Source: an optimization exercise on an open RTL-to-GDS flow (aim: small area, a short achievable clock period and few clock cycles). Production flows keep margins and buffers that such runs may drop.
Where RTL was checked, it was by simulation tests only, not by an equivalence proof against the original.
Only the layout flow was run in runs 5 to 8; the RTL was not checked for function there.
No activity file was given, so power comes from the tool's default toggle rates.

==> flow/design.v (outline; a module is shown in full before it is edited, if it fits) <==
// module powlib_flipflop: 32 lines
// module powlib_ffsync: 25 lines
// module powlib_edge: 17 lines
// module powlib_pipe: 17 lines
// module powlib_flag: 16 lines
// module powlib_cntr: 26 lines
// module powlib_grayencodeff: 87 lines
// module powlib_graydecodeff: 87 lines
// module powlib_dpram: 134 lines
// module powlib_downfifo: 133 lines
// module powlib_upfifo: 132 lines
// module powlib_swissfifo: 129 lines
// module powlib_sfifo: 121 lines
// module powlib_afifo: 122 lines
// module powlib_afifo_wrcntrl: 95 lines
// module powlib_afifo_rdcntrl: 99 lines
// module powlib_buscross: 136 lines
// module powlib_buscross_lane: 169 lines
// module powlib_busfifo: 42 lines
// module powlib_xbar_top: 22 lines
module powlib_xbar_top(clk,rst,wrdatas,wraddrs,wrvlds,wrrdys,rddatas,rdaddrs,rdvlds,rdrdys);
  // ...
==> flow/run.sh <==
#!/bin/bash
# synth_recipe.tcl (not shown) runs the flow's synth.tcl, then flattens the netlist and writes it again
# the make line also repeats each setting of config.mk as NAME=value (left out here)
make -C /OpenROAD-flow-scripts/flow DESIGN_CONFIG=/design/flow/config.mk WORK_HOME=/design/flow/orfs CLKGATE_MAP_FILE= SYNTH_SCRIPT=/design/flow/synth_recipe.tcl finish
==> flow/config.mk <==
export PLATFORM = sky130hd
export DESIGN_NAME = powlib_xbar_top
export DESIGN_NICKNAME = powlib_xbar_top
export VERILOG_FILES = /design/flow/design.v
export SDC_FILE = /design/flow/constraint.sdc
export NUM_CORES = 4
export LEC_CHECK = 0
export CAP_MARGIN = 20
export CORE_MARGIN = 2
export CORE_UTILIZATION = 40
export SLEW_MARGIN = 20
==> flow/constraint.sdc <==
create_clock -name core_clock -period 3.6 [get_ports {clk}]
set_input_delay 0.7200 -clock core_clock [delete_from_list [all_inputs] [get_ports {clk}]]
set_output_delay 0.7200 -clock core_clock [all_outputs]
set_load 0.01 [all_outputs]
==> flow_summary.ini, run 1 <==
[outcome]
status = timing/DRC/antenna clean

[final_layout]
buffer_area_share_pct = 3.113
fillerInstances = 16430
register_area_um2 = 58640
n_all_buffers = 337
multi_input_area_share_pct = 20.75
mostFrequentLayoutCell = edfxtp_1
dominant_cells = registers
drive_gt1_share_pct = 24.88
fin_area_um2 = 90270

[routing]
wl_per_cell_um = 22.02
wl_met1_um = 72570
routed_wl_um = 160700

[timing]
holdWs_ns = 0.2565
max_clock_freq_ghz = 0.3098
rsz0062_at_grt = false
fin_crit_sh_pct = 89.67
finClkSkew_ns = 0.04935

[worst_setup_path]
crit_cells = 3
crit_required_ns = 2.88

[power]
comb_power_share_pct = 11.3
peakVddDrop_mv = 0.4239
seqPwrFrac_pct = 53.2
power.internal_mw = 44.21
comb_cell_power_mw = 6.66
switching_share_pct = 24.82

[synthesis]
synth_ff_type = edfxtp_1
synth_xor_area_share_pct = 1.355
yosysTopAreaCellShare_pct = 65.51

[grt]
grt_max_degree = 59

[die]
start_util_pct = 40.24
die_area_um2 = 199500
core_area_um2 = 194800

[cts]
root_buffer = clkbuf_16
cts-resized-gates = 0
Testbench counts, summed over its fixed seeds: cycles 5,071.
==> module powlib_xbar_top, before the edit <==
module powlib_xbar_top(clk,rst,wrdatas,wraddrs,wrvlds,wrrdys,rddatas,rdaddrs,rdvlds,rdrdys);
  localparam                       B_WRS = 4;
  localparam                       B_RDS = 3;
  localparam                       B_AW  = 2;
  localparam                       B_DW  = 8;
  input     wire                   clk;
  input     wire                   rst;
  input     wire [B_WRS*B_DW-1:0]  wrdatas;
  input     wire [B_WRS*B_AW-1:0]  wraddrs;
  input     wire [B_WRS-1:0]       wrvlds;
  output    wire [B_WRS-1:0]       wrrdys;
  output    wire [B_RDS*B_DW-1:0]  rddatas;
  output    wire [B_RDS*B_AW-1:0]  rdaddrs;
  output    wire [B_RDS-1:0]       rdvlds;
  input     wire [B_RDS-1:0]       rdrdys;
            wire [B_WRS-1:0]       wrnfs;
  powlib_buscross #(.B_WRS(B_WRS),.B_RDS(B_RDS),.B_AW(B_AW),.B_DW(B_DW)) crossbar_inst (
    .wrclks({B_WRS{clk}}),.wrrsts({B_WRS{rst}}),
    .wrdatas(wrdatas),.wraddrs(wraddrs),.wrvlds(wrvlds),.wrrdys(wrrdys),.wrnfs(wrnfs),
    .rdclks({B_RDS{clk}}),.rdrsts({B_RDS{rst}}),
    .rddatas(rddatas),.rdaddrs(rdaddrs),.rdvlds(rdvlds),.rdrdys(rdrdys));
endmodule
==> inputs of run 2 (changes only) <==
==> flow/design.v (replaced) <==
`timescale 1ns / 1ps
module powlib_xbar_top(clk,rst,wrdatas,wraddrs,wrvlds,wrrdys,rddatas,rdaddrs,rdvlds,rdrdys);
  localparam                       B_WRS = 4;
  localparam                       B_RDS = 3;
  localparam                       B_AW  = 2;
  localparam                       B_DW  = 8;
  input     wire                   clk;
  input     wire                   rst;
  input     wire [B_WRS*B_DW-1:0]  wrdatas;
  input     wire [B_WRS*B_AW-1:0]  wraddrs;
  input     wire [B_WRS-1:0]       wrvlds;
  output    wire [B_WRS-1:0]       wrrdys;
  output    wire [B_RDS*B_DW-1:0]  rddatas;
  output    wire [B_RDS*B_AW-1:0]  rdaddrs;
  output    wire [B_RDS-1:0]       rdvlds;
  input     wire [B_RDS-1:0]       rdrdys;
  wire [B_WRS-1:0] req [0:B_RDS-1];
  wire [B_WRS-1:0] gnt [0:B_RDS-1];
  wire [B_RDS-1:0] acc;
  wire [B_RDS-1:0] ld;
  reg  [B_RDS-1:0] vld_q;
  reg  [B_RDS*B_DW-1:0] dat_q;
  reg              a0_q;                  
  reg  [2*B_RDS-1:0]   ptr_q;     
  genvar i, j;
  for (i=0; i<B_WRS; i=i+1) begin : g_req
    wire [1:0] a = wraddrs[i*B_AW+:B_AW];
    assign req[0][i] = wrvlds[i] &  a[1] &  a[0];
    assign req[1][i] = wrvlds[i] &  a[1] & ~a[0];
    assign req[2][i] = wrvlds[i] & ~a[1];
    assign wrrdys[i] = (gnt[0][i] & acc[0]) | (gnt[1][i] & acc[1]) | (gnt[2][i] & acc[2]);
  end
  for (j=0; j<B_RDS; j=j+1) begin : g_rd
    wire [2*B_WRS-1:0] rr = {req[j],req[j]} >> ptr_q[2*j+:2];
    wire [B_WRS-1:0]   rg = rr[0] ? 4'b0001 : rr[1] ? 4'b0010 : rr[2] ? 4'b0100 : rr[3] ? 4'b1000 : 4'b0000;
    wire [2*B_WRS-1:0] gg = {rg,rg} << ptr_q[2*j+:2];
    assign gnt[j] = gg[2*B_WRS-1:B_WRS];
    assign acc[j] = ~vld_q[j] | rdrdys[j];
    assign ld[j]  = acc[j] & (|req[j]);
    wire [B_DW-1:0] d = ({B_DW{gnt[j][0]}} & wrdatas[0*B_DW+:B_DW]) |
                        ({B_DW{gnt[j][1]}} & wrdatas[1*B_DW+:B_DW]) |
                        ({B_DW{gnt[j][2]}} & wrdatas[2*B_DW+:B_DW]) |
                        ({B_DW{gnt[j][3]}} & wrdatas[3*B_DW+:B_DW]);
    always @(posedge clk) begin
      if (rst)
        vld_q[j] <= 1'b0;
      else if (acc[j])
        vld_q[j] <= |req[j];
      if (ld[j]) begin
        dat_q[j*B_DW+:B_DW] <= d;
      end
      if (rst)
        ptr_q[2*j+:2] <= 2'd0;
      else if (ld[j])
        ptr_q[2*j+:2] <= gnt[j][0] ? 2'd1 : gnt[j][1] ? 2'd2 : gnt[j][2] ? 2'd3 : 2'd0;
    end
    assign rddatas[j*B_DW+:B_DW] = dat_q[j*B_DW+:B_DW];
    assign rdvlds[j]             = vld_q[j];
  end
  always @(posedge clk) begin
    if (ld[2])
      a0_q <= (gnt[2][0] & wraddrs[0]) | (gnt[2][1] & wraddrs[2]) |
              (gnt[2][2] & wraddrs[4]) | (gnt[2][3] & wraddrs[6]);
  end
  assign rdaddrs = {1'b0, a0_q, 2'b10, 2'b11};
endmodule
--- a/flow/config.mk
+++ b/flow/config.mk
@@ -8,4 +8,5 @@
 export CAP_MARGIN = 20
 export CORE_MARGIN = 2
 export CORE_UTILIZATION = 40
+export SETUP_SLACK_MARGIN = 2.5
 export SLEW_MARGIN = 20
==> run 2 against run 1 <==
  * Still clean
  * Routed wire length is 94% lower
  * Synthesized area is 97% lower
  * Utilization is 29 points higher
  * Sequential share of layout area is 42 points lower
  * Total power is 98% lower
  * Register-to-register slack better by 0.24 ns
  * Worst setup slack better by 0.49 ns
  * Die area is 97% lower
  * Worst hold slack better by 0.30 ns
  * Clock skew is 0.042 ns lower
  * Critical path type is now input pin to primary output
  * Largest power group unchanged
==> flow_summary.ini, run 2 <==
[final_layout]
drive_gt1_share_pct = 49.58
mostFrequentLayoutCell = buf_6
registers.top_by_ff_count = dat_q
final_cell_mix = buf_6 (36), clkdlybuf4s50_1 (33), buf_2 (30), buf_4 (29), edfxtp_1 (25)
area_growth_pct = 82.62
largest_register_ffs = 24
largestRegisters = dat_q x24, ptr_q x6, vld_q x3
fillerInstances = 361
fin_nets = 405
fin_area_um2 = 4088
diodes = 0
instances_no_fill = 429

[synthesis]
synth.avg_cell_area_um2 = 10.27
synth_top_area_cell = edfxtp_1
synthCells = 218
synth_seq_area_share_pct = 41.59
yosysTopAreaCellShare_pct = 33.54
syn-cell-area_um2 = 2238
synth_seq_cells = 34
ys_types = 51
synth-edff-count = 25
synth-async-reset-ratio_pct = 0
yosys_warnings = 1
netlist_top_cells_count = edfxtp_1 (25), nand2_1 (24), a221o_1 (18)
synth_ff_type = edfxtp_1
synthTopCellsByArea = edfxtp_1 (34%), a221o_1 (8.0%), dfxtp_1 (8.0%), a222oi_1 (4.0%), nand2_1 (4.0%)
synth.most_common_cell = edfxtp_1

[die]
die_width_um = 78.81
pin_count = 86
fp.dieH_um = 78.81
start_util_pct = 41.15
num_rows = 27
core_area_um2 = 5439
die_area_um2 = 6210

[timing]
max_clock_freq_ghz = 0.3646
fin_crit_sh_pct = 76.19
max_slew_margin_pct = 64.99
finalSetupViolations = 0
setup-tns-final_ns = 0
holdWs_ns = 0.5531
min_period_ns = 2.743
finClkSkew_ns = 0.007742
hold_viol = 0
rsz0062_at_grt = true
tightest_slew_ns = 0.5251
slew_viol_final = 0

[place]
postPlaceCellArea_um2 = 3304
gp_congestion = 0.9267
dp.cells = 375
io_buffers = 80
hpwl_um = 5260

[power]
switchingPower_uw = 428.3
switching_share_pct = 29.81
totalPowerFinal_mw = 1.437
powerDensity_nw_per_um2 = 351.4
power.internal_mw = 1.008
pwr-share-clk_pct = 30.4
comb_power_share_pct = 34.3
p_leak_nw = 1.710
peakVddDrop_mv = 0.2647
seqPwrFrac_pct = 35.3

[routing]
ant_nets = 0
firstDrtPassIters = 6
drcViolationCount = 0
via_count = 2614
drt_iter0_drc = 291
wl_per_cell_um = 21.70
via_per_inst = 6.093
routed_wl_um = 9311

[job]
maxCapViolCount = 0

[cts]
htreeDepth = 2
cts_tree = done
clk_latency_ns = 0.29
root_buffer = clkbuf_8
cts_buffers = 5
max-clock-path-buffers = 2
hold_buffers = 0
path_clk_slew_ns = 0.08
clkSinkCount = 34

[worst_setup_path]
reg2reg_to = dat_q[13]
cp-startpoint = wraddrs[1]
crit_required_ns = 2.88
cp_data_arrival_time_ns = 2.02
endpoint_kind = primary output
setup.reg_to_reg.worst_slack_ns = 1.01
cp-endpoint = wrrdys[1]
worstSetupPathType = input pin to primary output
reg2reg_from = ptr_q[2]
reg2regPathDepth = 12
startpoint_type = input pin
cp_max_fo = 6

[grt]
grt_usage_pct = 29.56
overflow = 0
grt_pass1_wl_um = 13720
grt_max_degree = 13
grt_antenna_before_repair = 0
grt_pass1_vias = 2571

[hold_path]
hp-class = flop to flop

[outcome]
status = timing/DRC/antenna clean
-- run 2: cell count changes after synthesis, moves of 166 or more --
| cell | before | now |
|---|---|---|
| dfxtp_1 | 364 | 9 |
| edfxtp_1 | 1710 | 25 |
| mux4_2 | 380 | 0 |
| mux2_2 | 166 | 0 |
| nand2_1 | 287 | 24 |
| nor2_1 | 185 | 6 |
-- run 2: metal layers --
layer  up-vias  part of all wire [%]  global-route usage [%]
met3        40                   9.4                   6.477
met2       177                    48                   49.32
met5         -                     0                       0
li1       1152                     -                       -
met4         0                   4.9                   13.33
met1      1245                    37                   36.64
-- run 2: area by class of cell --
type	count	area (um^2)	share of cell area, %
repair buffers	139	1275	31.19
clock buffers	5	68.82	1.684
flip-flops and latches	34	942.2	23.05
inverters	16	77.57	1.898
well taps	72	90.09	2.204
repair inverters	2	18.77	0.4591
clock inverters	3	68.82	1.684
multi-input cells	158	1546	37.83
-- run 2: worst min path at each step --
stage	from	endpoint	slack, ns	depth (start not counted)
finish	vld_q[0]	vld_q[0]	0.55	2
floorplan	ptr_q[3]	ptr_q[3]	0.52	2
global placement	ptr_q[3]	ptr_q[3]	0.55	2
CTS	vld_q[0]	vld_q[0]	0.55	2
detailed placement	ptr_q[3]	ptr_q[3]	0.56	2
global route	vld_q[0]	vld_q[0]	0.56	2
-- run 2: repair_timing --
item / in CTS / in global routing
setup endpoints to repair: 91 / 91
buffers inserted: 31 / 8
resized for setup: 270 / 35
pin swaps: 33 / 21
cloned: 6 / 1
-- run 2: power groups by stage --
stage	Combinational, mW	Sequential, mW	Clock (mW)
after floorplan	0.172	0.524	0
after global placement	0.390	0.508	0
after detailed placement	0.390	0.510	0
after CTS	0.444	0.503	0.437
after global routing	0.519	0.510	0.456
final	0.493	0.507	0.436
-- run 2: through the flow --
stage,util (%),setup WS [ns]
floorplan,-,1.102
global placement,60.75,0.05800
detailed placement,60.75,0.02804
CTS,71.36,0.9248
global route,75.16,0.8009
finish,75.16,0.8571
-- run 2: cell families (layout without fill, tap and decap cells) --
| logic type | Yosys count | in the layout | synth area share (%) |
|---|---|---|---|
| flip-flops | 34 | 34 | 41.59 |
| buffers and inverters | 30 | 165 | 6.931 |
| other | 2 | 5 | 0.3355 |
| AND/OR/NAND/NOR | 68 | 69 | 17.94 |
| AO/OA/AOI/OAI | 84 | 84 | 33.20 |
-- run 2: worst max-delay path, cell delays in order --
cell and delay [ns]:
buf_6 0.10, nand2b_4 0.15, buf_6 0.14, a21oi_4 0.16, a211oi_4 0.07, a222oi_1 0.40, inv_1 0.11, buf_2 0.16
Testbench counts of run 2, summed over its fixed seeds: cycles 4,900.
==> inputs of run 3 (changes only) <==
--- a/flow/config.mk
+++ b/flow/config.mk
@@ -8,5 +8,5 @@
 export CAP_MARGIN = 20
 export CORE_MARGIN = 2
 export CORE_UTILIZATION = 40
-export SETUP_SLACK_MARGIN = 2.5
+export SETUP_SLACK_MARGIN = 1.5
 export SLEW_MARGIN = 20
==> run 3 against run 2 <==
  * Still clean on timing, DRC and antenna
  * Via count down 13%
  * Critical path depth shrank 3
  * Non-clock buffer count down 27
  * Critical path type unchanged
  * Design area shrank 13%
  * Die area stayed put
  * Global-route usage is 4.6 points lower
  * Worst setup slack better by 0.068 ns
  * Synthesized cell count unchanged
  * Critical endpoint unchanged
  * Synthesized area unchanged
  * Clock power is about 30% lower
  * Fmax up 2.6%
==> flow_summary.ini, run 3 <==
[outcome]
status = timing/DRC/antenna clean

[place]
postPlaceCellArea_um2 = 3181
place_ws_ns = 0.07551
io_buffers = 80
hpwl_um = 5058
gp_congestion = 0.9645

[routing]
drcViolationCount = 0
via_count = 2279
drt_iter0_drc = 126
via_per_inst = 5.712
firstDrtPassIters = 5
ant_nets = 0
routed_wl_um = 7594
wl_per_cell_um = 19.03

[grt]
grt_busiest_layer = met2
grt_util_met2_pct = 42.39
grt_pass1_vias = 2219
overflow = 0
use_met1_pct = 31.93
grt_max_degree = 13
grt_usage_pct = 24.93
grt_pass1_wl_um = 11720
met3_usage_pct = 4.545
grt_antenna_before_repair = 0

[hold_path]
min_from = ptr_q[1]
holdPathEnd = ptr_q[1]
hp-class = flop to flop
hold_depth = 2

[synthesis]
synthTopCellsByArea = edfxtp_1 (34%), a221o_1 (8.0%), dfxtp_1 (8.0%), a222oi_1 (4.0%), nand2_1 (4.0%)
syn-cell-area_um2 = 2238
synth_top_area_cell = edfxtp_1
netlist_top_cells_count = edfxtp_1 (25), nand2_1 (24), a221o_1 (18)
synthCells = 218
synth_seq_cells = 34
yosysTopAreaCellShare_pct = 33.54
ys_types = 51
synth_ff_type = edfxtp_1
synth_seq_area_share_pct = 41.59
synth.avg_cell_area_um2 = 10.27
synth-edff-count = 25
yosys_warnings = 1
synth.most_common_cell = edfxtp_1
synth-async-reset-ratio_pct = 0

[timing]
setup-tns-final_ns = 0
fin_crit_sh_pct = 74.29
min_period_ns = 2.675
fin_ws_ns = 0.9254
slew_viol_final = 0
hold_viol = 0
finClkSkew_ns = 0.01539
max_slew_margin_pct = 49.65
finalSetupViolations = 0
rsz0062_at_grt = true
max_clock_freq_ghz = 0.3739
tightest_slew_ns = 0.7553

[worst_setup_path]
endpoint_kind = primary output
crit_required_ns = 2.88
worstSetupPathType = input pin to primary output
cp_max_fo = 6
setup.reg_to_reg.worst_slack_ns = 1.21
reg2regPathDepth = 12
startpoint_type = input pin
cp_data_arrival_time_ns = 1.95
reg2reg_to = dat_q[10]
reg2reg_from = ptr_q[2]

[die]
pin_count = 86
die_width_um = 78.81
num_rows = 27
fp.dieH_um = 78.81
core_area_um2 = 5439
die_area_um2 = 6210
start_util_pct = 41.15

[power]
p_leak_nw = 1.424
powerDensity_nw_per_um2 = 339.2
peakVddDrop_mv = 0.1901

[cts]
cts_tree = done
root_buffer = clkbuf_8
path_clk_slew_ns = 0.07
hold_buffers = 0
htreeDepth = 2
clk_latency_ns = 0.30
cts_buffers = 5
clkSinkCount = 34
max-clock-path-buffers = 2

[final_layout]
final_cell_mix = clkdlybuf4s50_1 (64), buf_4 (27), edfxtp_1 (25), nand2_1 (24), a221o_1 (18)
fillerInstances = 462
largestRegisters = dat_q x24, ptr_q x6, vld_q x3
fin_nets = 375
register_area_um2 = 930.9
area_growth_pct = 59.47
largest_register_ffs = 24
fin_area_um2 = 3570
diodes = 0
registers.top_by_ff_count = dat_q
mostFrequentLayoutCell = clkdlybuf4s50_1
multi_input_area_um2 = 1346
drive_gt1_share_pct = 26.91

[job]
maxCapViolCount = 0
[run 3: worst max-delay path by stage]
stage	startpoint	endpoint	slack, ns	depth (start not counted)
2_1_floorplan	wraddrs[0]	wrrdys[3]	1.10	5
4_1_cts	wraddrs[4]	wrrdys[0]	0.94	8
5_1_grt	wraddrs[4]	wrrdys[0]	0.86	8
3_3_place_gp	wrvlds[2]	wrrdys[2]	0.11	6
6_report	rdrdys[1]	wrrdys[1]	0.93	5
3_5_place_dp	wrvlds[0]	wrrdys[3]	0.08	7
[run 3: cells by family (layout without fill, tap and decap cells)]
kind of cell	count (synthesis)	after routing	share of synthesized area, %
buffers and inverters	30	136	6.931
and+or+nand+nor	68	68	17.94
AOI/OAI and AO/OA	84	84	33.20
other	2	5	0.3355
DFF	34	34	41.59
[run 3: through the flow]
stage                     power (mW)  instances  hold WS (ns)  utilization [%]
after global placement        0.8771        372        0.5386            58.48
after detailed placement      0.8779        372        0.5508            58.48
after global routing           1.265        399        0.5858            65.63
after CTS                      1.200        398        0.5630            63.54
final                          1.211        399        0.5669            65.63
after floorplan               0.6814        221        0.4994                -
[run 3: repair_timing]
action,4_1_cts,5_1_grt
gates resized for setup,97,18
gates cloned,1,0
setup endpoints to repair,60,25
pin swaps,14,4
buffers inserted,17,1
[run 3: critical path, cell delays in order]
cell             delay, ns
clkdlybuf4s50_1       0.38
nand2b_2              0.23
a222oi_1              0.36
inv_1                 0.10
buf_2                 0.15
[run 3: cell type report]
type,count,area share (%)
clock buffers,6,2.313
clock inverters,2,0.3505
inverters,16,1.682
multi-input cells,157,37.71
flip-flops and latches,34,26.08
well taps,72,2.524
repair buffers,112,29.34
[run 3: routing by layer]
layer	routed length, um	vias up
met5	0	-
met4	163	0
met3	666	15
met2	3643	100
met1	3121	1075
li1	-	1089
[run 3: power breakdown]
group | leakage, nW | total, mW | internal (mW) | switching [mW]
sequential | 0.324 | 0.501 | 0.477 | 0.0236
combinational | 1.05 | 0.403 | 0.215 | 0.188
clock | 0.0472 | 0.307 | 0.154 | 0.153
==> inputs of run 4 (changes only) <==
--- a/flow/config.mk
+++ b/flow/config.mk
@@ -8,5 +8,4 @@
 export CAP_MARGIN = 20
 export CORE_MARGIN = 2
 export CORE_UTILIZATION = 40
-export SETUP_SLACK_MARGIN = 1.5
 export SLEW_MARGIN = 20
==> run 4 against run 3 <==
  * Design area decreased by 8.9%
  * Die area unchanged
  * Worst hold slack worse by 0.023 ns
  * Fmax fell by 24%
  * Synthesized cell count is the same
  * Flip-flop and latch count did not move
  * Routed wire length is 4.2% lower
  * Global-route usage fell by 1.1 points
  * Count of clock-buffer cells in the layout unchanged
  * Clock power about the same
  * Synthesized area unchanged
  * Combinational power is 7.4% lower
  * Largest cell class unchanged
==> flow_summary.ini, run 4 <==
[outcome]
status = timing/DRC/antenna clean

[cts]
cts-resized-gates = 0
htreeDepth = 2
clkSinkCount = 34
hold_buffers = 0
cts_setup_buffers = 0
cts_buffers = 5
max-clock-path-buffers = 2
path_clk_slew_ns = 0.08
clk_latency_ns = 0.30
cts_tree = done
root_buffer = clkbuf_8

[die]
start_util_pct = 41.15
die_width_um = 78.81
core_area_um2 = 5439
fp.dieH_um = 78.81
num_rows = 27
die_area_um2 = 6210
pin_count = 86

[place]
hpwl_um = 5223
gp_congestion = 0.8509
io_buffers = 80
place_ws_ns = 0.05848
dp.cells = 373

[timing]
fin_crit_sh_pct = 97.54
tightest_slew_ns = 0.5881
finClkSkew_ns = 0.01176
holdWs_ns = 0.5436
finalSetupViolations = 0
max_clock_freq_ghz = 0.2848
fin_ws_ns = 0.08847
min_period_ns = 3.512
hold_viol = 0
setup-tns-final_ns = 0
slew_viol_final = 0
rsz0062_at_grt = false
max_slew_margin_pct = 60.79

[synthesis]
synth.avg_cell_area_um2 = 10.27
netlist_top_cells_count = edfxtp_1 (25), nand2_1 (24), a221o_1 (18)
synth_ff_type = edfxtp_1
yosysTopAreaCellShare_pct = 33.54
ys_types = 51
synth_seq_area_share_pct = 41.59
synth-edff-count = 25
synthCells = 218
synthTopCellsByArea = edfxtp_1 (34%), a221o_1 (8.0%), dfxtp_1 (8.0%), a222oi_1 (4.0%), nand2_1 (4.0%)
yosys_warnings = 1
synth-async-reset-ratio_pct = 0
synth_top_area_cell = edfxtp_1
synth.most_common_cell = edfxtp_1
synth_seq_cells = 34
syn-cell-area_um2 = 2238

[worst_setup_path]
cp_slowest_cell = clkdlybuf4s50_1
worstSetupPathType = input pin to primary output
critPathBufInv = 2
setup.reg_to_reg.worst_slack_ns = 1.69
startpoint_type = input pin
crit_required_ns = 2.88
reg2reg_to = a0_q
cp_max_fo = 7
critPathMaxStageDelay_ns = 0.59
cp_top_family = buffers and inverters
reg2reg_from = ptr_q[5]
endpoint_kind = primary output
cp_data_arrival_time_ns = 2.79
reg2regPathDepth = 5
crit_chain = clkdlybuf4s50_1, nand3b_1, a22oi_2, o31ai_4, a22o_1, a21o_1, clkdlybuf4s50_1
path_common_cell = clkdlybuf4s50_1

[grt]
grt_max_degree = 12
overflow = 0
grt_usage_pct = 23.81
grt_pass1_wl_um = 11260
grt_pass1_vias = 2174
grt_antenna_before_repair = 0
met3_usage_pct = 4.659
use_met1_pct = 31.11
grt_busiest_layer = met2
grt_util_met2_pct = 39.49

[routing]
via_per_inst = 5.911
via_count = 2252
wl_per_cell_um = 19.10
drcViolationCount = 0
routed_wl_um = 7278
drt_iter0_drc = 130
firstDrtPassIters = 5
ant_nets = 0

[power]
peakVddDrop_mv = 0.1589
p_leak_nw = 1.268
powerDensity_nw_per_um2 = 361.6

[final_layout]
instances_no_fill = 381
area_growth_pct = 45.33
registers.top_by_ff_count = dat_q
final_cell_mix = clkdlybuf4s50_1 (79), edfxtp_1 (25), nand2_1 (24), a221o_1 (18), inv_1 (16)
mostFrequentLayoutCell = clkdlybuf4s50_1
diodes = 0
drive_gt1_share_pct = 11.00
fin_nets = 357
largest_register_ffs = 24
fillerInstances = 483
largestRegisters = dat_q x24, ptr_q x6, vld_q x3

[hold_path]
hold_depth = 2
hp-class = flop to flop
holdPathEnd = ptr_q[1]
min_from = ptr_q[1]

[job]
maxCapViolCount = 0
-- run 4: power breakdown --
group          internal (mW)  switching (mW)
sequential             0.477          0.0219
clock                  0.154           0.151
combinational          0.199           0.174
-- run 4: cells by family (layout without fill, tap and decap cells) --
family	Yosys count	count (layout)	share of synthesized area, %
AO/OA/AOI/OAI	84	84	33.20
buffers and inverters	30	118	6.931
flip-flops	34	34	41.59
other	2	5	0.3355
AND/OR/NAND/NOR	68	68	17.94
-- run 4: through the flow --
| stage | total power, mW | utilization [%] | area, um^2 |
|---|---|---|---|
| detailed placement | 0.8770 | 57.93 | 3151 |
| floorplan | 0.6778 | - | 2250 |
| global placement | 0.8759 | 57.93 | 3151 |
| finish | 1.176 | 59.81 | 3253 |
| CTS | 1.179 | 59.67 | 3246 |
| global route | 1.228 | 59.81 | 3253 |
-- run 4: per-layer routing --
metal / share of wire (%) / up-vias / routed length, um
met1: 42 / 1091 / 3066
met5: 0 / - / 0
met4: 0.99 / 0 / 72
met2: 49 / 109 / 3557
li1: - / 1044 / -
met3: 8.0 / 8 / 580
-- run 4: worst reg2reg max path, stage by stage, from the launching register on --
cell	delay [ns]
dfxtp_1	0.50
nor2b_1	0.08
a21oi_1	0.13
o22ai_1	0.10
and2_1	0.37
a221o_1	0.47
-- run 4: area by class of cell --
cell class / count / area, um^2 / share of cell area, %
clock buffers: 6 / 82.58 / 2.538
flip-flops and latches: 34 / 930.9 / 28.62
multi-input cells: 157 / 1169 / 35.92
well taps: 72 / 90.09 / 2.769
repair buffers: 94 / 908.4 / 27.92
inverters: 16 / 60.06 / 1.846
clock inverters: 2 / 12.51 / 0.3846
-- run 4: worst max path at each step --
stage | startpoint | endpoint | slack, ns | depth (start not counted)
after floorplan | wraddrs[0] | wrrdys[3] | 1.05 | 5
after global placement | wrvlds[0] | wrrdys[0] | 0.1 | 7
after detailed placement | wrvlds[0] | wrrdys[0] | 0.06 | 7
after CTS | wrvlds[0] | wrrdys[0] | 0.06 | 7
after global routing | wraddrs[0] | wrrdys[0] | 0.002 | 7
final | wrvlds[2] | wrrdys[0] | 0.09 | 7
==> inputs of run 5 (changes only) <==
--- a/flow/design.v
+++ b/flow/design.v
@@ -21,7 +21,7 @@
   reg  [B_RDS-1:0] vld_q;
   reg  [B_RDS*B_DW-1:0] dat_q;
   reg              a0_q;                  
-  reg  [2*B_RDS-1:0]   ptr_q;     
+  reg  [1:0]       ptr_q;                 
   genvar i, j;
   for (i=0; i<B_WRS; i=i+1) begin : g_req
     wire [1:0] a = wraddrs[i*B_AW+:B_AW];
@@ -31,9 +31,9 @@
     assign wrrdys[i] = (gnt[0][i] & acc[0]) | (gnt[1][i] & acc[1]) | (gnt[2][i] & acc[2]);
   end
   for (j=0; j<B_RDS; j=j+1) begin : g_rd
-    wire [2*B_WRS-1:0] rr = {req[j],req[j]} >> ptr_q[2*j+:2];
+    wire [2*B_WRS-1:0] rr = {req[j],req[j]} >> ptr_q;
     wire [B_WRS-1:0]   rg = rr[0] ? 4'b0001 : rr[1] ? 4'b0010 : rr[2] ? 4'b0100 : rr[3] ? 4'b1000 : 4'b0000;
-    wire [2*B_WRS-1:0] gg = {rg,rg} << ptr_q[2*j+:2];
+    wire [2*B_WRS-1:0] gg = {rg,rg} << ptr_q;
     assign gnt[j] = gg[2*B_WRS-1:B_WRS];
     assign acc[j] = ~vld_q[j] | rdrdys[j];
     assign ld[j]  = acc[j] & (|req[j]);
@@ -49,15 +49,15 @@
       if (ld[j]) begin
         dat_q[j*B_DW+:B_DW] <= d;
       end
-      if (rst)
-        ptr_q[2*j+:2] <= 2'd0;
-      else if (ld[j])
-        ptr_q[2*j+:2] <= gnt[j][0] ? 2'd1 : gnt[j][1] ? 2'd2 : gnt[j][2] ? 2'd3 : 2'd0;
     end
     assign rddatas[j*B_DW+:B_DW] = dat_q[j*B_DW+:B_DW];
     assign rdvlds[j]             = vld_q[j];
   end
   always @(posedge clk) begin
+    if (rst)
+      ptr_q <= 2'd0;
+    else
+      ptr_q <= ptr_q + 2'd1;
     if (ld[2])
       a0_q <= (gnt[2][0] & wraddrs[0]) | (gnt[2][1] & wraddrs[2]) |
               (gnt[2][2] & wraddrs[4]) | (gnt[2][3] & wraddrs[6]);
--- a/flow/config.mk
+++ b/flow/config.mk
@@ -8,4 +8,5 @@
 export CAP_MARGIN = 20
 export CORE_MARGIN = 2
 export CORE_UTILIZATION = 40
+export SETUP_SLACK_MARGIN = 1.5
 export SLEW_MARGIN = 20
==> run 5 against run 4 <==
  * Design area is 3.3% higher
  * Sequential power decreased by 9.6%
  * Combinational power grew 8.0%
  * Count of clock-buffer cells in the layout is 1 lower
  * Register-to-register slack got worse by 0.05 ns
  * Non-clock buffer count rose by 22
  * Routed wire length increased by 0.23%
  * Cell count grew 2.9%
  * Via count decreased by 0.22%
  * First-iteration DRC count shrank 16%
  * Largest power group unchanged
==> flow_summary.ini, run 5 <==
[outcome]
status = timing/DRC/antenna clean

[worst_setup_path]
cp_max_fo = 3
reg2reg_from = ptr_q[1]
path_common_cell = buf_6
critPathMaxStageDelay_ns = 0.37
crit_chain = buf_8, buf_6, nor2b_4, buf_4, a21oi_2, o221a_1, a221o_2, buf_6
cp-endpoint = wrrdys[1]
reg2reg_to = dat_q[21]
crit_cells = 8
cp_data_arrival_time_ns = 2.02
worstSetupPathType = input pin to primary output
cp_top_family = compound AO/OA/AOI/OAI gates
startpoint_type = input pin
reg2regPathDepth = 5
cp-startpoint = wraddrs[5]
cp_slowest_cell = a221o_2
setup.reg_to_reg.worst_slack_ns = 1.64
critPathBufInv = 4
endpoint_kind = primary output
crit_required_ns = 2.88

[synthesis]
synthCells = 208
yosys_warnings = 1
yosysTopAreaCellShare_pct = 35.59
synthTopCellsByArea = edfxtp_1 (36%), a221o_1 (9.0%), a22oi_1 (6.0%), dfxtp_1 (4.7%), a22o_1 (4.2%)
syn-cell-area_um2 = 2110
netlist_top_cells_count = edfxtp_1 (25), a221o_1 (19), inv_1 (19)
synth-async-reset-ratio_pct = 0
ys_types = 45
synth_top_area_cell = edfxtp_1
synth_seq_cells = 30
synth.avg_cell_area_um2 = 10.14
synth.most_common_cell = edfxtp_1
synth_seq_area_share_pct = 40.33
synth_ff_type = edfxtp_1
synth-edff-count = 25

[final_layout]
drive_gt1_share_pct = 28.88
final_util_pct = 65.78
mostFrequentLayoutCell = clkdlybuf4s50_1
largestRegisters = dat_q x24, vld_q x3, ptr_q x2
fillerInstances = 417
area_growth_pct = 59.25
largest_register_ffs = 24
fin_nets = 370
diodes = 0
registers.top_by_ff_count = dat_q
final_cell_mix = clkdlybuf4s50_1 (64), buf_4 (32), edfxtp_1 (25), inv_1 (19), a221o_1 (19)

[power]
peakVddDrop_mv = 0.1499
totalPowerFinal_mw = 1.122
p_leak_nw = 1.401
powerDensity_nw_per_um2 = 334.0

[routing]
routed_wl_um = 7295
via_count = 2247
via_per_inst = 5.732
drcViolationCount = 0
wl_per_cell_um = 18.61
firstDrtPassIters = 4
drt_iter0_drc = 109
ant_nets = 0

[timing]
setup-tns-final_ns = 0
max_clock_freq_ghz = 0.3651
hold_viol = 0
finalSetupViolations = 0
slew_viol_final = 0
fin_crit_sh_pct = 76.08
finClkSkew_ns = 0.009667
min_period_ns = 2.739
rsz0062_at_grt = true

[hold_path]
hp-class = flop to flop

[cts]
cts_tree = done
path_clk_slew_ns = 0.07
hold_buffers = 0
max-clock-path-buffers = 2
clkSinkCount = 30
root_buffer = clkbuf_8
cts_buffers = 5
clk_latency_ns = 0.28
htreeDepth = 2

[grt]
grt_usage_pct = 24.48
grt_pass1_wl_um = 11100
grt_antenna_before_repair = 0
grt_pass1_vias = 2171
overflow = 0
grt_max_degree = 18

[die]
pin_count = 86
core_area_um2 = 5107
die_area_um2 = 5871
die_width_um = 76.62
num_rows = 26
start_util_pct = 41.30
fp.dieH_um = 76.62

[place]
hpwl_um = 4986
io_buffers = 80
gp_congestion = 0.9347

[job]
maxCapViolCount = 0
-- run 5: power breakdown --
| group | switching (mW) | leakage [nW] | internal, mW | total, mW |
|---|---|---|---|---|
| logic | 0.185 | 1.07 | 0.217 | 0.403 |
| registers | 0.0211 | 0.292 | 0.430 | 0.451 |
| clock network | 0.136 | 0.0416 | 0.132 | 0.269 |
| total | 0.343 | 1.40 | 0.779 | 1.12 |
-- run 5: how the worst min path moves through the flow --
stage / from / to / slack, ns / depth (start not counted)
after global routing: ptr_q[0] / ptr_q[0] / 0.60 / 1
after detailed placement: vld_q[1] / vld_q[1] / 0.57 / 2
after floorplan: vld_q[1] / vld_q[1] / 0.54 / 2
after global placement: vld_q[1] / vld_q[1] / 0.56 / 2
after CTS: vld_q[1] / vld_q[1] / 0.60 / 2
final: ptr_q[0] / ptr_q[0] / 0.57 / 1
-- run 5: cell type report --
class	count	area, um^2	area share, %
tap	70	87.58	2.607
sequential	30	855.8	25.47
multi-input combinational	149	1205	35.87
clock inverter	3	16.27	0.4842
timing repair buffer	116	1055	31.40
clock buffer	5	68.82	2.048
inverter	19	71.32	2.123
-- run 5: per-layer routing --
metal / routed length (um) / GRT usage (%) / vias to the layer above
met4: 160 / 9.818 / 0
li1: - / - / 1044
met2: 3659 / 42.48 / 131
met1: 2900 / 29.73 / 1054
met5: 0 / 0 / -
met3: 574 / 4.858 / 18
-- run 5: cell families (layout without fill, tap and decap cells) --
| kind of cell | after synthesis | after routing | share of synthesized area [%] |
|---|---|---|---|
| buffers and inverters | 32 | 143 | 8.719 |
| other | 2 | 5 | 0.3560 |
| and+or+nand+nor | 56 | 56 | 15.30 |
| AOI/OAI and AO/OA | 87 | 87 | 34.88 |
| xor gates and xnor gates | 1 | 1 | 0.4153 |
| DFF | 30 | 30 | 40.33 |
-- run 5: what timing repair did --
action	CTS	global route
gates resized for setup	89	16
cloned	0	0
endpoints found under the setup margin	46	21
endpoints found under the hold margin	0	0
pin swaps	16	12
buffers inserted	15	4
-- run 5: through the flow --
stage          hold WS [ns]  cell area (um^2)  setup slack (ns)  cells
3_5_place_dp         0.5676              3040            0.1062    365
3_3_place_gp         0.5550              3040            0.1049    365
6_report             0.5671              3359            0.8611    392
5_1_grt              0.5960              3359            0.8422    392
4_1_cts              0.5967              3292            0.8866    388
2_1_floorplan        0.5432              2143             1.134    211
==> inputs of run 6 (changes only) <==
==> flow/design.v (replaced) <==
`timescale 1ns / 1ps
module powlib_xbar_top(clk,rst,wrdatas,wraddrs,wrvlds,wrrdys,rddatas,rdaddrs,rdvlds,rdrdys);
  localparam                       B_WRS = 4;
  localparam                       B_RDS = 3;
  localparam                       B_AW  = 2;
  localparam                       B_DW  = 8;
  localparam                       B_WW  = B_AW+B_DW;
  input     wire                   clk;
  input     wire                   rst;
  input     wire [B_WRS*B_DW-1:0]  wrdatas;
  input     wire [B_WRS*B_AW-1:0]  wraddrs;
  input     wire [B_WRS-1:0]       wrvlds;
  output    wire [B_WRS-1:0]       wrrdys;
  output    wire [B_RDS*B_DW-1:0]  rddatas;
  output    wire [B_RDS*B_AW-1:0]  rdaddrs;
  output    wire [B_RDS-1:0]       rdvlds;
  input     wire [B_RDS-1:0]       rdrdys;
  reg  [B_WRS-1:0]      sv_q;             
  reg  [B_WRS*B_WW-1:0] sk_q;             
  reg  [B_RDS-1:0]      vld_q;            
  reg  [B_RDS*B_DW-1:0] dat_q;
  reg                   a0_q;             
  reg  [1:0]            ptr_q;            
  wire [B_WRS*B_WW-1:0] ow;               
  wire [B_WRS-1:0]      ov;               
  wire [B_WRS-1:0]      req [0:B_RDS-1];
  wire [B_WRS-1:0]      gnt [0:B_RDS-1];
  wire [B_WRS-1:0]      tkn;              
  wire [B_RDS-1:0]      acc;
  wire [B_RDS-1:0]      ld;
  genvar i, j;
  for (i=0; i<B_WRS; i=i+1) begin : g_wr
    assign ov[i]           = sv_q[i] | wrvlds[i];
    assign ow[i*B_WW+:B_WW] = sv_q[i] ? sk_q[i*B_WW+:B_WW] : {wraddrs[i*B_AW+:B_AW], wrdatas[i*B_DW+:B_DW]};
    wire [1:0] a = ow[i*B_WW+B_DW+:B_AW];
    assign req[0][i] = ov[i] &  a[1] &  a[0];
    assign req[1][i] = ov[i] &  a[1] & ~a[0];
    assign req[2][i] = ov[i] & ~a[1];
    assign tkn[i]    = (gnt[0][i] & acc[0]) | (gnt[1][i] & acc[1]) | (gnt[2][i] & acc[2]);
    assign wrrdys[i] = ~sv_q[i];
    always @(posedge clk) begin
      if (rst)
        sv_q[i] <= 1'b0;
      else
        sv_q[i] <= ov[i] & ~tkn[i];
      if (~sv_q[i])
        sk_q[i*B_WW+:B_WW] <= {wraddrs[i*B_AW+:B_AW], wrdatas[i*B_DW+:B_DW]};
    end
  end
  for (j=0; j<B_RDS; j=j+1) begin : g_rd
    wire [2*B_WRS-1:0] rr = {req[j],req[j]} >> ptr_q;
    wire [B_WRS-1:0]   rg = rr[0] ? 4'b0001 : rr[1] ? 4'b0010 : rr[2] ? 4'b0100 : rr[3] ? 4'b1000 : 4'b0000;
    wire [2*B_WRS-1:0] gg = {rg,rg} << ptr_q;
    assign gnt[j] = gg[2*B_WRS-1:B_WRS];
    assign acc[j] = ~vld_q[j] | rdrdys[j];
    assign ld[j]  = acc[j] & (|req[j]);
    wire [B_DW-1:0] d = ({B_DW{gnt[j][0]}} & ow[0*B_WW+:B_DW]) |
                        ({B_DW{gnt[j][1]}} & ow[1*B_WW+:B_DW]) |
                        ({B_DW{gnt[j][2]}} & ow[2*B_WW+:B_DW]) |
                        ({B_DW{gnt[j][3]}} & ow[3*B_WW+:B_DW]);
    always @(posedge clk) begin
      if (rst)
        vld_q[j] <= 1'b0;
      else if (acc[j])
        vld_q[j] <= |req[j];
      if (ld[j])
        dat_q[j*B_DW+:B_DW] <= d;
    end
    assign rddatas[j*B_DW+:B_DW] = dat_q[j*B_DW+:B_DW];
    assign rdvlds[j]             = vld_q[j];
  end
  always @(posedge clk) begin
    if (ld[2])
      a0_q <= (gnt[2][0] & ow[0*B_WW+B_DW]) | (gnt[2][1] & ow[1*B_WW+B_DW]) |
              (gnt[2][2] & ow[2*B_WW+B_DW]) | (gnt[2][3] & ow[3*B_WW+B_DW]);
    if (rst)
      ptr_q <= 2'd0;
    else
      ptr_q <= ptr_q + 2'd1;
  end
  assign rdaddrs = {1'b0, a0_q, 2'b10, 2'b11};
endmodule
--- a/flow/config.mk
+++ b/flow/config.mk
@@ -8,5 +8,5 @@
 export CAP_MARGIN = 20
 export CORE_MARGIN = 2
 export CORE_UTILIZATION = 40
-export SETUP_SLACK_MARGIN = 1.5
+export SETUP_SLACK_MARGIN = 2.2
 export SLEW_MARGIN = 20
==> run 6 against run 5 <==
  * Worst setup slack improved by 0.55 ns
  * Clock power rose to 2.6 times the previous value
  * Global-route usage rose by 1.9 points
  * Total power rose to 2.9 times the previous value
==> flow_summary.ini, run 6 <==
[synthesis]
synthCells = 377
yosysTopAreaCellShare_pct = 26.17
synth_mux_area_share_pct = 9.579
synth_top_area_cell = dfxtp_1
synth_top_family_by_area = compound AO/OA/AOI/OAI gates
yosys_warnings = 1
synth.avg_cell_area_um2 = 9.943
synth_compound_area_share_pct = 24.80
ys_types = 58
synth.most_common_cell = dfxtp_1
synth_adder_area_share_pct = 0
netlist_top_cells_count = dfxtp_1 (49), inv_1 (31), mux2_2 (31)
synth_ff_type = dfxtp_1
synth_xor_area_share_pct = 0.2336
synth_seq_area_share_pct = 46.19
synth_seq_cells = 74
synth-edff-count = 25
synth-async-reset-ratio_pct = 0
synthTopCellsByArea = dfxtp_1 (26%), edfxtp_1 (20%), mux2_2 (9.3%), a22oi_1 (5.8%), inv_1 (3.1%)
syn-cell-area_um2 = 3749
yosys.area_share.simple_pct = 12.22

[worst_setup_path]
cp_data_arrival_time_ns = 2.27
critPathBufInv = 2
crit_required_ns = 3.69
cp-startpoint = wraddrs[5]
critPathMaxStageDelay_ns = 0.41
startpoint_type = input pin
worstSetupPathType = input pin to flop
crit_chain = buf_8, or3b_4, buf_6, a41oi_4, o22ai_2, nand2_2, a21oi_2, or3_1
setup.reg_to_reg.worst_slack_ns = 1.49
cp_slowest_cell = or3b_4
endpoint_kind = flop
cp_max_fo = 3
cp_top_family = simple AND/OR/NAND/NOR gates
reg2reg_from = sv_q[2]

[die]
core_area_um2 = 9153
pin_count = 86
start_util_pct = 40.96
die_area_um2 = 10160
fp.dieH_um = 100.8
die_width_um = 100.8
num_rows = 35

[timing]
max_slew_margin_pct = 65.35
max_clock_freq_ghz = 0.4574
tightest_slew_ns = 0.5182
fin_crit_sh_pct = 60.73
fin_ws_ns = 1.414
setup-tns-final_ns = 0
min_period_ns = 2.186
finClkSkew_ns = 0.008214
slew_viol_final = 0
finalSetupViolations = 0
rsz0062_at_grt = true
hold_viol = 0

[hold_path]
hp-class = flop to flop
min_from = sk_q[38]

[final_layout]
registers.top_by_ff_count = sk_q
largestRegisters = sk_q x40, dat_q x24, sv_q x4
fin_nets = 582
drive_gt1_share_pct = 56.13
diodes = 0
final_cell_mix = buf_4 (49), dfxtp_1 (40), clkdlybuf4s50_1 (36), buf_6 (33), mux2_2 (31)
fillerInstances = 659
largest_register_ffs = 40
mostFrequentLayoutCell = buf_4
area_growth_pct = 69.99

[routing]
via_count = 3929
drt_iter0_drc = 424
wl_per_cell_um = 21.90
ant_nets = 0
via_per_inst = 6.054
firstDrtPassIters = 8
drcViolationCount = 0
routed_wl_um = 14210

[grt]
grt_pass1_vias = 3716
grt_pass1_wl_um = 20470
overflow = 0
grt_usage_pct = 26.40
grt_max_degree = 25
grt_antenna_before_repair = 0

[job]
maxCapViolCount = 0

[cts]
cts_buffers = 9
root_buffer = clkbuf_8
clk_latency_ns = 0.35
path_clk_slew_ns = 0.07
hold_buffers = 0
max-clock-path-buffers = 2
cts_tree = done
clkSinkCount = 74
htreeDepth = 3

[power]
p_leak_nw = 2.526
powerDensity_nw_per_um2 = 514.3
peakVddDrop_mv = 0.3143

[place]
hpwl_um = 8432
io_buffers = 80
place_ws_ns = 0.4155
gp_congestion = 0.9405

[outcome]
status = timing/DRC/antenna clean
==> run 6: changes by cell type in the layout (fill, tap and decap cells not counted), sizes merged, moves of 5 or more <==
cell,previous run,this run
buf,52,121
dfxtp,5,49
mux2,0,31
clkdlybuf4s50,64,36
inv,19,32
a221o,20,8
a22oi,17,29
o21ai,5,17
nand2,14,24
a22o,10,1
nor2,11,20
clkbuf,5,12
nand3,6,12
o221ai,0,5
==> run 6: through the flow <==
step,instance area (um^2),util [%],instances,hold slack (ns),power [mW]
3_5_place_dp,4896,53.49,550,0.5178,2.146
4_1_cts,5888,64.33,626,0.5356,3.084
5_1_grt,6372,69.62,649,0.5675,3.418
2_1_floorplan,4143,-,380,0.4679,1.780
3_3_place_gp,4896,53.49,550,0.5132,2.134
6_report,6372,69.62,649,0.5328,3.277
==> run 6: worst register-to-register path, cell delays in order, from the launching register on <==
cell     delay, ns
dfxtp_4       0.37
or3b_4        0.45
buf_6         0.15
a41oi_4       0.25
o22ai_2       0.10
nand2_2       0.11
a21oi_2       0.04
or3_1         0.38
==> run 6: kinds of logic (layout without fill, tap and decap cells) <==
logic type,after synthesis,after routing
compound gates,124,129
flops,74,74
xor+xnor,1,1
mux,32,32
buf+inv,54,207
other cells,2,5
simple gates,90,90
==> run 6: final cells by class <==
class	count	area, um^2	share of cell area (%)
Sequential cell	74	1758	27.59
Tap cell	111	138.9	2.179
Clock buffer	10	127.6	2.003
Clock inverter	6	91.34	1.433
Inverter	32	122.6	1.924
Timing Repair Buffer	159	1483	23.27
Multi-Input combinational cell	257	2651	41.61
==> run 6: per-layer routing <==
metal  GRT usage (%)  vias to the layer above  wire, um
li1                -                     1757         -
met1           36.93                     1830      5763
met2           41.85                      276      6560
met3           2.982                       66      1221
met4           10.22                        0       667
met5               0                        -         0
==> run 6: repair_timing <==
| action | 4_1_cts | 5_1_grt |
|---|---|---|
| pin swaps | 52 | 46 |
| gates cloned | 5 | 2 |
| setup buffers | 55 | 21 |
| setup endpoints to repair | 112 | 89 |
| gates resized for setup | 273 | 62 |
==> run 6: where the power goes <==
group          internal [mW]  switching [mW]  total [mW]
Clock                  0.393           0.317       0.710
Combinational          0.679           0.722        1.40
Sequential              1.07          0.0934        1.17
Total                   2.15            1.13        3.28
==> run 6: final timing paths <==
path / end / cells past startpoint
setup / recovery: a0_q / 8
hold / removal: sk_q[38] / 2
setup reg to reg: a0_q / 7
hold reg to reg: sk_q[38] / 2
==> inputs of run 7 (changes only) <==
==> flow/design.v (replaced) <==
`timescale 1ns / 1ps
module powlib_xbar_top(clk,rst,wrdatas,wraddrs,wrvlds,wrrdys,rddatas,rdaddrs,rdvlds,rdrdys);
  localparam                       B_WRS = 4;
  localparam                       B_RDS = 3;
  localparam                       B_AW  = 2;
  localparam                       B_DW  = 8;
  input     wire                   clk;
  input     wire                   rst;
  input     wire [B_WRS*B_DW-1:0]  wrdatas;
  input     wire [B_WRS*B_AW-1:0]  wraddrs;
  input     wire [B_WRS-1:0]       wrvlds;
  output    wire [B_WRS-1:0]       wrrdys;
  output    wire [B_RDS*B_DW-1:0]  rddatas;
  output    wire [B_RDS*B_AW-1:0]  rdaddrs;
  output    wire [B_RDS-1:0]       rdvlds;
  input     wire [B_RDS-1:0]       rdrdys;
  reg  [B_RDS-1:0]      vld_q;            
  reg  [B_RDS*B_DW-1:0] dat_q;            
  reg                   a0_q;             
  reg  [B_WRS-1:0]      top_q;            
  wire [B_WRS-1:0]      dec [0:B_RDS-1];  
  wire [B_WRS-1:0]      req [0:B_RDS-1];  
  wire [B_WRS-1:0]      gnt [0:B_RDS-1];  
  wire [B_WRS-1:0]      blk [0:B_RDS-1];  
  wire [B_RDS-1:0]      acc;              
  wire [B_RDS-1:0]      ld;
  wire [B_WRS*B_WRS-1:0] pri;
  genvar i, j, k;
  for (k=0; k<B_WRS; k=k+1) begin : g_pk
    for (i=0; i<B_WRS; i=i+1) begin : g_pi
      if (k==i) begin : g_same
        assign pri[k*B_WRS+i] = 1'b0;
      end else begin : g_other
        wire [B_WRS-1:0] m;
        for (j=0; j<B_WRS; j=j+1) begin : g_m
          assign m[j] = (((j-i-1+2*B_WRS)%B_WRS) <= ((k-i-1+2*B_WRS)%B_WRS)) ? top_q[j] : 1'b0;
        end
        assign pri[k*B_WRS+i] = |m;
      end
    end
  end
  for (i=0; i<B_WRS; i=i+1) begin : g_wr
    wire [1:0] a = wraddrs[i*B_AW+:B_AW];
    assign dec[0][i] =  a[1] &  a[0];
    assign dec[1][i] =  a[1] & ~a[0];
    assign dec[2][i] = ~a[1];
    assign req[0][i] = wrvlds[i] & dec[0][i];
    assign req[1][i] = wrvlds[i] & dec[1][i];
    assign req[2][i] = wrvlds[i] & dec[2][i];
    assign wrrdys[i] = (dec[0][i] & acc[0] & ~blk[0][i]) |
                       (dec[1][i] & acc[1] & ~blk[1][i]) |
                       (dec[2][i] & acc[2] & ~blk[2][i]);
  end
  for (j=0; j<B_RDS; j=j+1) begin : g_rd
    for (i=0; i<B_WRS; i=i+1) begin : g_blk
      wire [B_WRS-1:0] b;
      for (k=0; k<B_WRS; k=k+1) begin : g_b
        assign b[k] = req[j][k] & pri[k*B_WRS+i];
      end
      assign blk[j][i] = |b;
      assign gnt[j][i] = req[j][i] & ~blk[j][i];
    end
    assign acc[j] = ~vld_q[j] | rdrdys[j];
    assign ld[j]  = acc[j] & (|req[j]);
    wire [B_DW-1:0] d = ({B_DW{gnt[j][0]}} & wrdatas[0*B_DW+:B_DW]) |
                        ({B_DW{gnt[j][1]}} & wrdatas[1*B_DW+:B_DW]) |
                        ({B_DW{gnt[j][2]}} & wrdatas[2*B_DW+:B_DW]) |
                        ({B_DW{gnt[j][3]}} & wrdatas[3*B_DW+:B_DW]);
    always @(posedge clk) begin
      if (rst)
        vld_q[j] <= 1'b0;
      else if (acc[j])
        vld_q[j] <= |req[j];
      if (ld[j])
        dat_q[j*B_DW+:B_DW] <= d;
    end
    assign rddatas[j*B_DW+:B_DW] = dat_q[j*B_DW+:B_DW];
    assign rdvlds[j]             = vld_q[j];
  end
  always @(posedge clk) begin
    if (rst)
      top_q <= 4'b0001;
    else
      top_q <= {top_q[B_WRS-2:0], top_q[B_WRS-1]};
    if (ld[2])
      a0_q <= (gnt[2][0] & wraddrs[0]) | (gnt[2][1] & wraddrs[2]) |
              (gnt[2][2] & wraddrs[4]) | (gnt[2][3] & wraddrs[6]);
  end
  assign rdaddrs = {1'b0, a0_q, 2'b10, 2'b11};
endmodule
--- a/flow/config.mk
+++ b/flow/config.mk
@@ -5,8 +5,9 @@
 export SDC_FILE = /design/flow/constraint.sdc
 export NUM_CORES = 4
 export LEC_CHECK = 0
+export ABC_CLOCK_PERIOD_IN_PS = 1000
 export CAP_MARGIN = 20
 export CORE_MARGIN = 2
 export CORE_UTILIZATION = 40
-export SETUP_SLACK_MARGIN = 2.2
+export SETUP_SLACK_MARGIN = 1.5
 export SLEW_MARGIN = 20
==> run 7 against run 6 <==
  * Still clean
  * Total power fell by 64%
  * Global-route usage barely moved
  * Critical path depth fell by 2
  * Worst hold slack improved by 0.044 ns
  * Utilization fell by 3.7 points
  * Fmax fell by 15%
  * Flip-flop and latch count fell by 42
  * Cell count fell by 35%
  * Register-to-register slack improved by 0.12 ns
  * Sequential power fell by about 60%
  * Synthesized area fell by 41%
==> flow_summary.ini, run 7 <==
[power]
switchingPower_uw = 336.6
switching_share_pct = 28.33
powerDensity_nw_per_um2 = 331.4
power.internal_uw = 851.6
pwr-share-clk_pct = 28.6
peakVddDrop_mv = 0.1817
seqPwrFrac_pct = 39.3
comb_power_share_pct = 32.1
p_leak_nw = 1.400

[place]
place_ws_ns = 0.08129
io_buffers = 80
gp_congestion = 0.9586
hpwl_um = 5811

[cts]
root_buffer = clkbuf_8
max-clock-path-buffers = 2
htreeDepth = 2
path_clk_slew_ns = 0.07
cts_tree = done
cts_buffers = 5
hold_buffers = 0
clkSinkCount = 32
clk_latency_ns = 0.28

[die]
fp.dieH_um = 78.43
num_rows = 27
start_util_pct = 40.74
core_area_um2 = 5439
die_area_um2 = 6151
die_width_um = 78.43
pin_count = 86

[grt]
grt_antenna_before_repair = 0
grt_pass1_vias = 2394
grt_usage_pct = 26.38
grt_pass1_wl_um = 12480
grt_max_degree = 15
overflow = 0

[worst_setup_path]
cp_max_fo = 7
cp_data_arrival_time_ns = 1.85
cp-startpoint = wraddrs[0]
startpoint_type = input pin
reg2reg_from = top_q[1]
worstSetupPathType = input pin to primary output
crit_required_ns = 2.88
endpoint_kind = primary output

[timing]
min_period_ns = 2.567
fin_ws_ns = 1.033
slew_viol_final = 0
setup-tns-final_ns = 0
max_slew_margin_pct = 58.54
fin_crit_sh_pct = 71.30
rsz0062_at_grt = true
finClkSkew_ns = 0.002886
max_clock_freq_ghz = 0.3896
finalSetupViolations = 0
tightest_slew_ns = 0.6208
hold_viol = 0

[routing]
firstDrtPassIters = 6
via_per_inst = 5.938
via_count = 2506
wl_per_cell_um = 19.30
ant_nets = 0
drt_iter0_drc = 249
routed_wl_um = 8146
drcViolationCount = 0

[final_layout]
registers.top_by_ff_count = dat_q
fin_nets = 398
fillerInstances = 452
final_util_pct = 65.93
largestRegisters = dat_q x24, top_q x4, vld_q x3
final_cell_mix = clkdlybuf4s50_1 (62), nand2_1 (39), buf_4 (29), a22oi_1 (25), edfxtp_1 (25)
diodes = 0
drive_gt1_share_pct = 30.86
mostFrequentLayoutCell = clkdlybuf4s50_1
area_growth_pct = 61.83
largest_register_ffs = 24

[hold_path]
hp-class = flop to flop
min_from = top_q[0]

[synthesis]
synth_seq_area_share_pct = 40.20
netlist_top_cells_count = nand2_1 (41), a22oi_1 (27), edfxtp_1 (25)
yosysTopAreaCellShare_pct = 33.88
synth.most_common_cell = nand2_1
synth-edff-count = 25
synthCells = 245
synth_top_area_cell = edfxtp_1
synth.avg_cell_area_um2 = 9.044
synth-async-reset-ratio_pct = 0
synthTopCellsByArea = edfxtp_1 (34%), a22oi_1 (9.1%), nand2_1 (6.9%), dfxtp_1 (6.3%), nand4b_1 (4.0%)
synth_ff_type = edfxtp_1
synth_seq_cells = 32
syn-cell-area_um2 = 2216
yosys_warnings = 1
ys_types = 50

[job]
maxCapViolCount = 0

[outcome]
status = timing/DRC/antenna clean
-- run 7: cell types whose count changed after synthesis, sizes merged, moves of 9 or more --
| cell | before | now |
|---|---|---|
| mux2 | 31 | 0 |
| o21ai | 17 | 3 |
| nand2 | 24 | 41 |
| dfxtp | 49 | 7 |
| a21oi | 16 | 7 |
| nand4b | 0 | 10 |
| inv | 31 | 2 |
-- run 7: cell type report --
cell class                 count  area, um^2  share of cell area (%)
timing repair buffer         109        1020                   28.44
inverter                       2       7.507                  0.2094
sequential                    32       895.9                   24.98
clock buffer                   6       72.57                   2.024
multi-input combinational    199        1465                   40.86
tap                           72       90.09                   2.512
clock inverter                 2       35.03                  0.9770
-- run 7: timing repair --
item	CTS	global route
pin swaps	22	7
setup buffers	12	1
gates cloned	0	0
endpoints found under the setup margin	54	25
gates resized for setup	111	17
-- run 7: logic make-up after synthesis --
family                 synth area share (%)
DFF                                   40.20
AOI/OAI and AO/OA                     21.57
buffers and inverters                 4.122
other                                0.3389
and+or+nand+nor                       33.77
-- run 7: power by group through the flow --
stage          combinational, mW  clock (mW)  sequential (mW)
2_1_floorplan              0.146           0            0.484
3_3_place_gp               0.353           0            0.473
3_5_place_dp               0.352           0            0.473
4_1_cts                    0.369       0.346            0.466
5_1_grt                    0.407       0.359            0.470
6_report                   0.382       0.340            0.466
-- run 7: worst max-delay path: stages --
cell and delay, ns:
clkbuf_4 0.16, and4b_1 0.22, o22ai_1 0.32, a31oi_2 0.18, o31ai_4 0.09, buf_2 0.16
-- run 7: final timing paths --
path | cells after the start | to | slack [ns]
min reg2reg | 1 | top_q[1] | 0.58
max reg2reg | 6 | dat_q[7] | 1.61
min | 1 | top_q[1] | 0.58
max | 6 | wrrdys[2] | 1.03
-- run 7: metrics by stage --
stage	power [mW]	std cells	area (um^2)	hold WS (ns)
finish	1.188	422	3586	0.5772
global placement	0.8260	401	3226	0.6648
detailed placement	0.8247	401	3226	0.6684
CTS	1.182	421	3510	0.5812
global route	1.236	422	3586	0.5998
floorplan	0.6300	248	2325	0.5907
-- run 7: per-layer routing --
metal  track usage, %  part of all wire, %
met5                0                    0
met4            11.93                  3.4
met2            44.74                   50
met1            32.58                   39
met3            4.943                  7.6
==> inputs of run 8 (changes only) <==
--- a/flow/config.mk
+++ b/flow/config.mk
@@ -5,7 +5,6 @@
 export SDC_FILE = /design/flow/constraint.sdc
 export NUM_CORES = 4
 export LEC_CHECK = 0
-export ABC_CLOCK_PERIOD_IN_PS = 1000
 export CAP_MARGIN = 20
 export CORE_MARGIN = 2
 export CORE_UTILIZATION = 40
==> run 8 against run 7 <==
  * Cell count did not move
  * Critical path type unchanged
  * Clock skew stayed put
  * Synthesized cell count unchanged
  * Global-route usage stayed put
  * Largest cell class unchanged
  * Total power unchanged
  * Design area is the same
  * Via count unchanged
  * Die area is the same
  * Combinational power hardly changed
  * Register-to-register slack hardly changed
==> flow_summary.ini, run 8 <==
[synthesis]
synth.avg_cell_area_um2 = 9.044
synth_top_area_cell = edfxtp_1
synth-async-reset-ratio_pct = 0
yosysTopAreaCellShare_pct = 33.88
syn-cell-area_um2 = 2216
netlist_top_cells_count = nand2_1 (41), a22oi_1 (27), edfxtp_1 (25)
synthTopCellsByArea = edfxtp_1 (34%), a22oi_1 (9.1%), nand2_1 (6.9%), dfxtp_1 (6.3%), nand4b_1 (4.0%)
synthCells = 245
synth.most_common_cell = nand2_1
synth_seq_area_share_pct = 40.20
synth_ff_type = edfxtp_1
ys_types = 50
synth-edff-count = 25
yosys_warnings = 1
synth_seq_cells = 32

[timing]
hold_viol = 0
holdWs_ns = 0.5772
tightest_slew_ns = 0.6208
max_clock_freq_ghz = 0.3896
rsz0062_at_grt = true
min_period_ns = 2.567
finalSetupViolations = 0
fin_ws_ns = 1.033
fin_crit_sh_pct = 71.30
finClkSkew_ns = 0.002886
slew_viol_final = 0
max_slew_margin_pct = 58.54
setup-tns-final_ns = 0

[place]
postPlaceCellArea_um2 = 3226
dp.cells = 401
io_buffers = 80
place_ws_ns = 0.08129
gp_congestion = 0.9586
hpwl_um = 5811

[cts]
htreeDepth = 2
clk_latency_ns = 0.28
hold_buffers = 0
max-clock-path-buffers = 2
cts_tree = done
clkSinkCount = 32
path_clk_slew_ns = 0.07
cts_buffers = 5
root_buffer = clkbuf_8

[die]
fp.dieH_um = 78.43
core_area_um2 = 5439
pin_count = 86
die_width_um = 78.43
die_area_um2 = 6151
num_rows = 27
start_util_pct = 40.74

[routing]
routed_wl_um = 8146
drt_iter0_drc = 249
ant_nets = 0
firstDrtPassIters = 6
wl_per_cell_um = 19.30
via_per_inst = 5.938
via_count = 2506
drcViolationCount = 0

[final_layout]
diodes = 0
final_util_pct = 65.93
largestRegisters = dat_q x24, top_q x4, vld_q x3
fin_area_um2 = 3586
final_cell_mix = clkdlybuf4s50_1 (62), nand2_1 (39), buf_4 (29), a22oi_1 (25), edfxtp_1 (25)
registers.top_by_ff_count = dat_q
fin_nets = 398
area_growth_pct = 61.83
mostFrequentLayoutCell = clkdlybuf4s50_1
drive_gt1_share_pct = 30.86
largest_register_ffs = 24
instances_no_fill = 422

[power]
switchingPower_uw = 336.6
totalPowerFinal_mw = 1.188
peakVddDrop_mv = 0.1817
switching_share_pct = 28.33
pwr-share-clk_pct = 28.6
powerDensity_nw_per_um2 = 331.4
seqPwrFrac_pct = 39.3
power.internal_uw = 851.6
comb_power_share_pct = 32.1
p_leak_nw = 1.400

[worst_setup_path]
endpoint_kind = primary output
cp-startpoint = wraddrs[0]
startpoint_type = input pin
reg2reg_from = top_q[1]
cp_max_fo = 7
worstSetupPathType = input pin to primary output
crit_required_ns = 2.88
cp_data_arrival_time_ns = 1.85

[grt]
grt_busiest_layer = met2
met3_usage_pct = 4.943
grt_pass1_wl_um = 12480
overflow = 0
use_met1_pct = 32.58
grt_antenna_before_repair = 0
grt_usage_pct = 26.38
grt_max_degree = 15
grt_util_met2_pct = 44.74
grt_pass1_vias = 2394

[job]
maxCapViolCount = 0

[outcome]
status = timing/DRC/antenna clean

[hold_path]
hp-class = flop to flop
min_from = top_q[0]
## run 8: power groups by stage
stage               Sequential (mW)  Combinational [mW]  Clock [mW]
finish                        0.466               0.382       0.340
global placement              0.473               0.353           0
global route                  0.470               0.407       0.359
CTS                           0.466               0.369       0.346
floorplan                     0.484               0.146           0
detailed placement            0.473               0.352           0
## run 8: critical path, stage by stage
cell	delay (ns)
clkbuf_4	0.16
and4b_1	0.22
o22ai_1	0.32
a31oi_2	0.18
o31ai_4	0.09
buf_2	0.16
## run 8: routing by layer
metal  up-vias  part of all wire, %
met5         -                    0
met4         0                  3.4
met3        26                  7.6
met2       168                   50
met1      1160                   39
li1       1152                    -
## run 8: final timing paths
check              end  cells past startpoint  slack, ns
max reg2reg   dat_q[7]                      6       1.61
max          wrrdys[2]                      6       1.03
min reg2reg   top_q[1]                      1       0.58
min           top_q[1]                      1       0.58
## run 8: logic make-up (layout without fill, tap and decap cells)
| family | count (synthesis) | after routing | share of synthesized area (%) |
|---|---|---|---|
| AND/OR/NAND/NOR | 134 | 134 | 33.77 |
| other | 2 | 5 | 0.3389 |
| AO/OA/AOI/OAI | 60 | 60 | 21.57 |
| buffers and inverters | 17 | 119 | 4.122 |
| flip-flops | 32 | 32 | 40.20 |
## run 8: timing repair
| action | 4_1_cts | 5_1_grt |
|---|---|---|
| buffers inserted | 12 | 1 |
| endpoints found under the setup margin | 54 | 25 |
| pin swaps | 22 | 7 |
| hold endpoints to repair | 0 | 0 |
| gates resized for setup | 111 | 17 |
## run 8: cell type report
| class | count | area (um^2) |
|---|---|---|
| Multi-Input combinational cell | 199 | 1465 |
| Sequential cell | 32 | 895.9 |
| Fill cell | 452 | 1853 |
| Clock inverter | 2 | 35.03 |
| Inverter | 2 | 7.507 |
| Clock buffer | 6 | 72.57 |
| Tap cell | 72 | 90.09 |
| Timing Repair Buffer | 109 | 1020 |

[separate check: timing with driven ports]
In the flow no input, the clock included, has a driving cell. The finished layouts below were timed again as built, in two steps.
Step 1 sets driving cells, clkbuf_16 on the clock port and buf_2 on the other inputs (assumed; they add their load-dependent delay and slew).
Step 2, shift: input delay + t, output delay - t, t = (earliest + latest rising clock arrival at the registers) / 2. This alone moves slack from input paths to output paths.
Slacks: ideal ports / drivers / drivers and shift; pairs: ideal ports / drivers.
run	shift t [ns]	setup WS [ns]	latest minus earliest clock arrival (ns)	worst data-port slew with drivers (ns)	pins driven straight from the clock port
run 1	0.885	0.372 / 0.285 / 0.263	0.057 / 0.056	0.08	1
run 2	0.320	0.857 / 0.825 / 0.671	0.007 / 0.008	0.06	1
run 3	0.318	0.925 / 0.886 / 0.764	0.015 / 0.015	0.06	1
run 4	0.318	0.088 / 0.057 / 0.057	0.012 / 0.012	0.04	1
run 5	0.308	0.861 / 0.814 / 0.814	0.010 / 0.010	0.06	1
run 6	0.377	1.414 / 1.407 / 1.030	0.009 / 0.009	0.05	1
run 7	0.306	1.033 / 0.992 / 0.992	0.002 / 0.003	0.06	1
run 8	0.306	1.033 / 0.992 / 0.992	0.002 / 0.003	0.06	1
After both steps setup and hold are still met in every run listed. For run 6, which loses most, drivers alone change the setup slack by -0.007 ns; drivers and shift together by -0.384 ns.
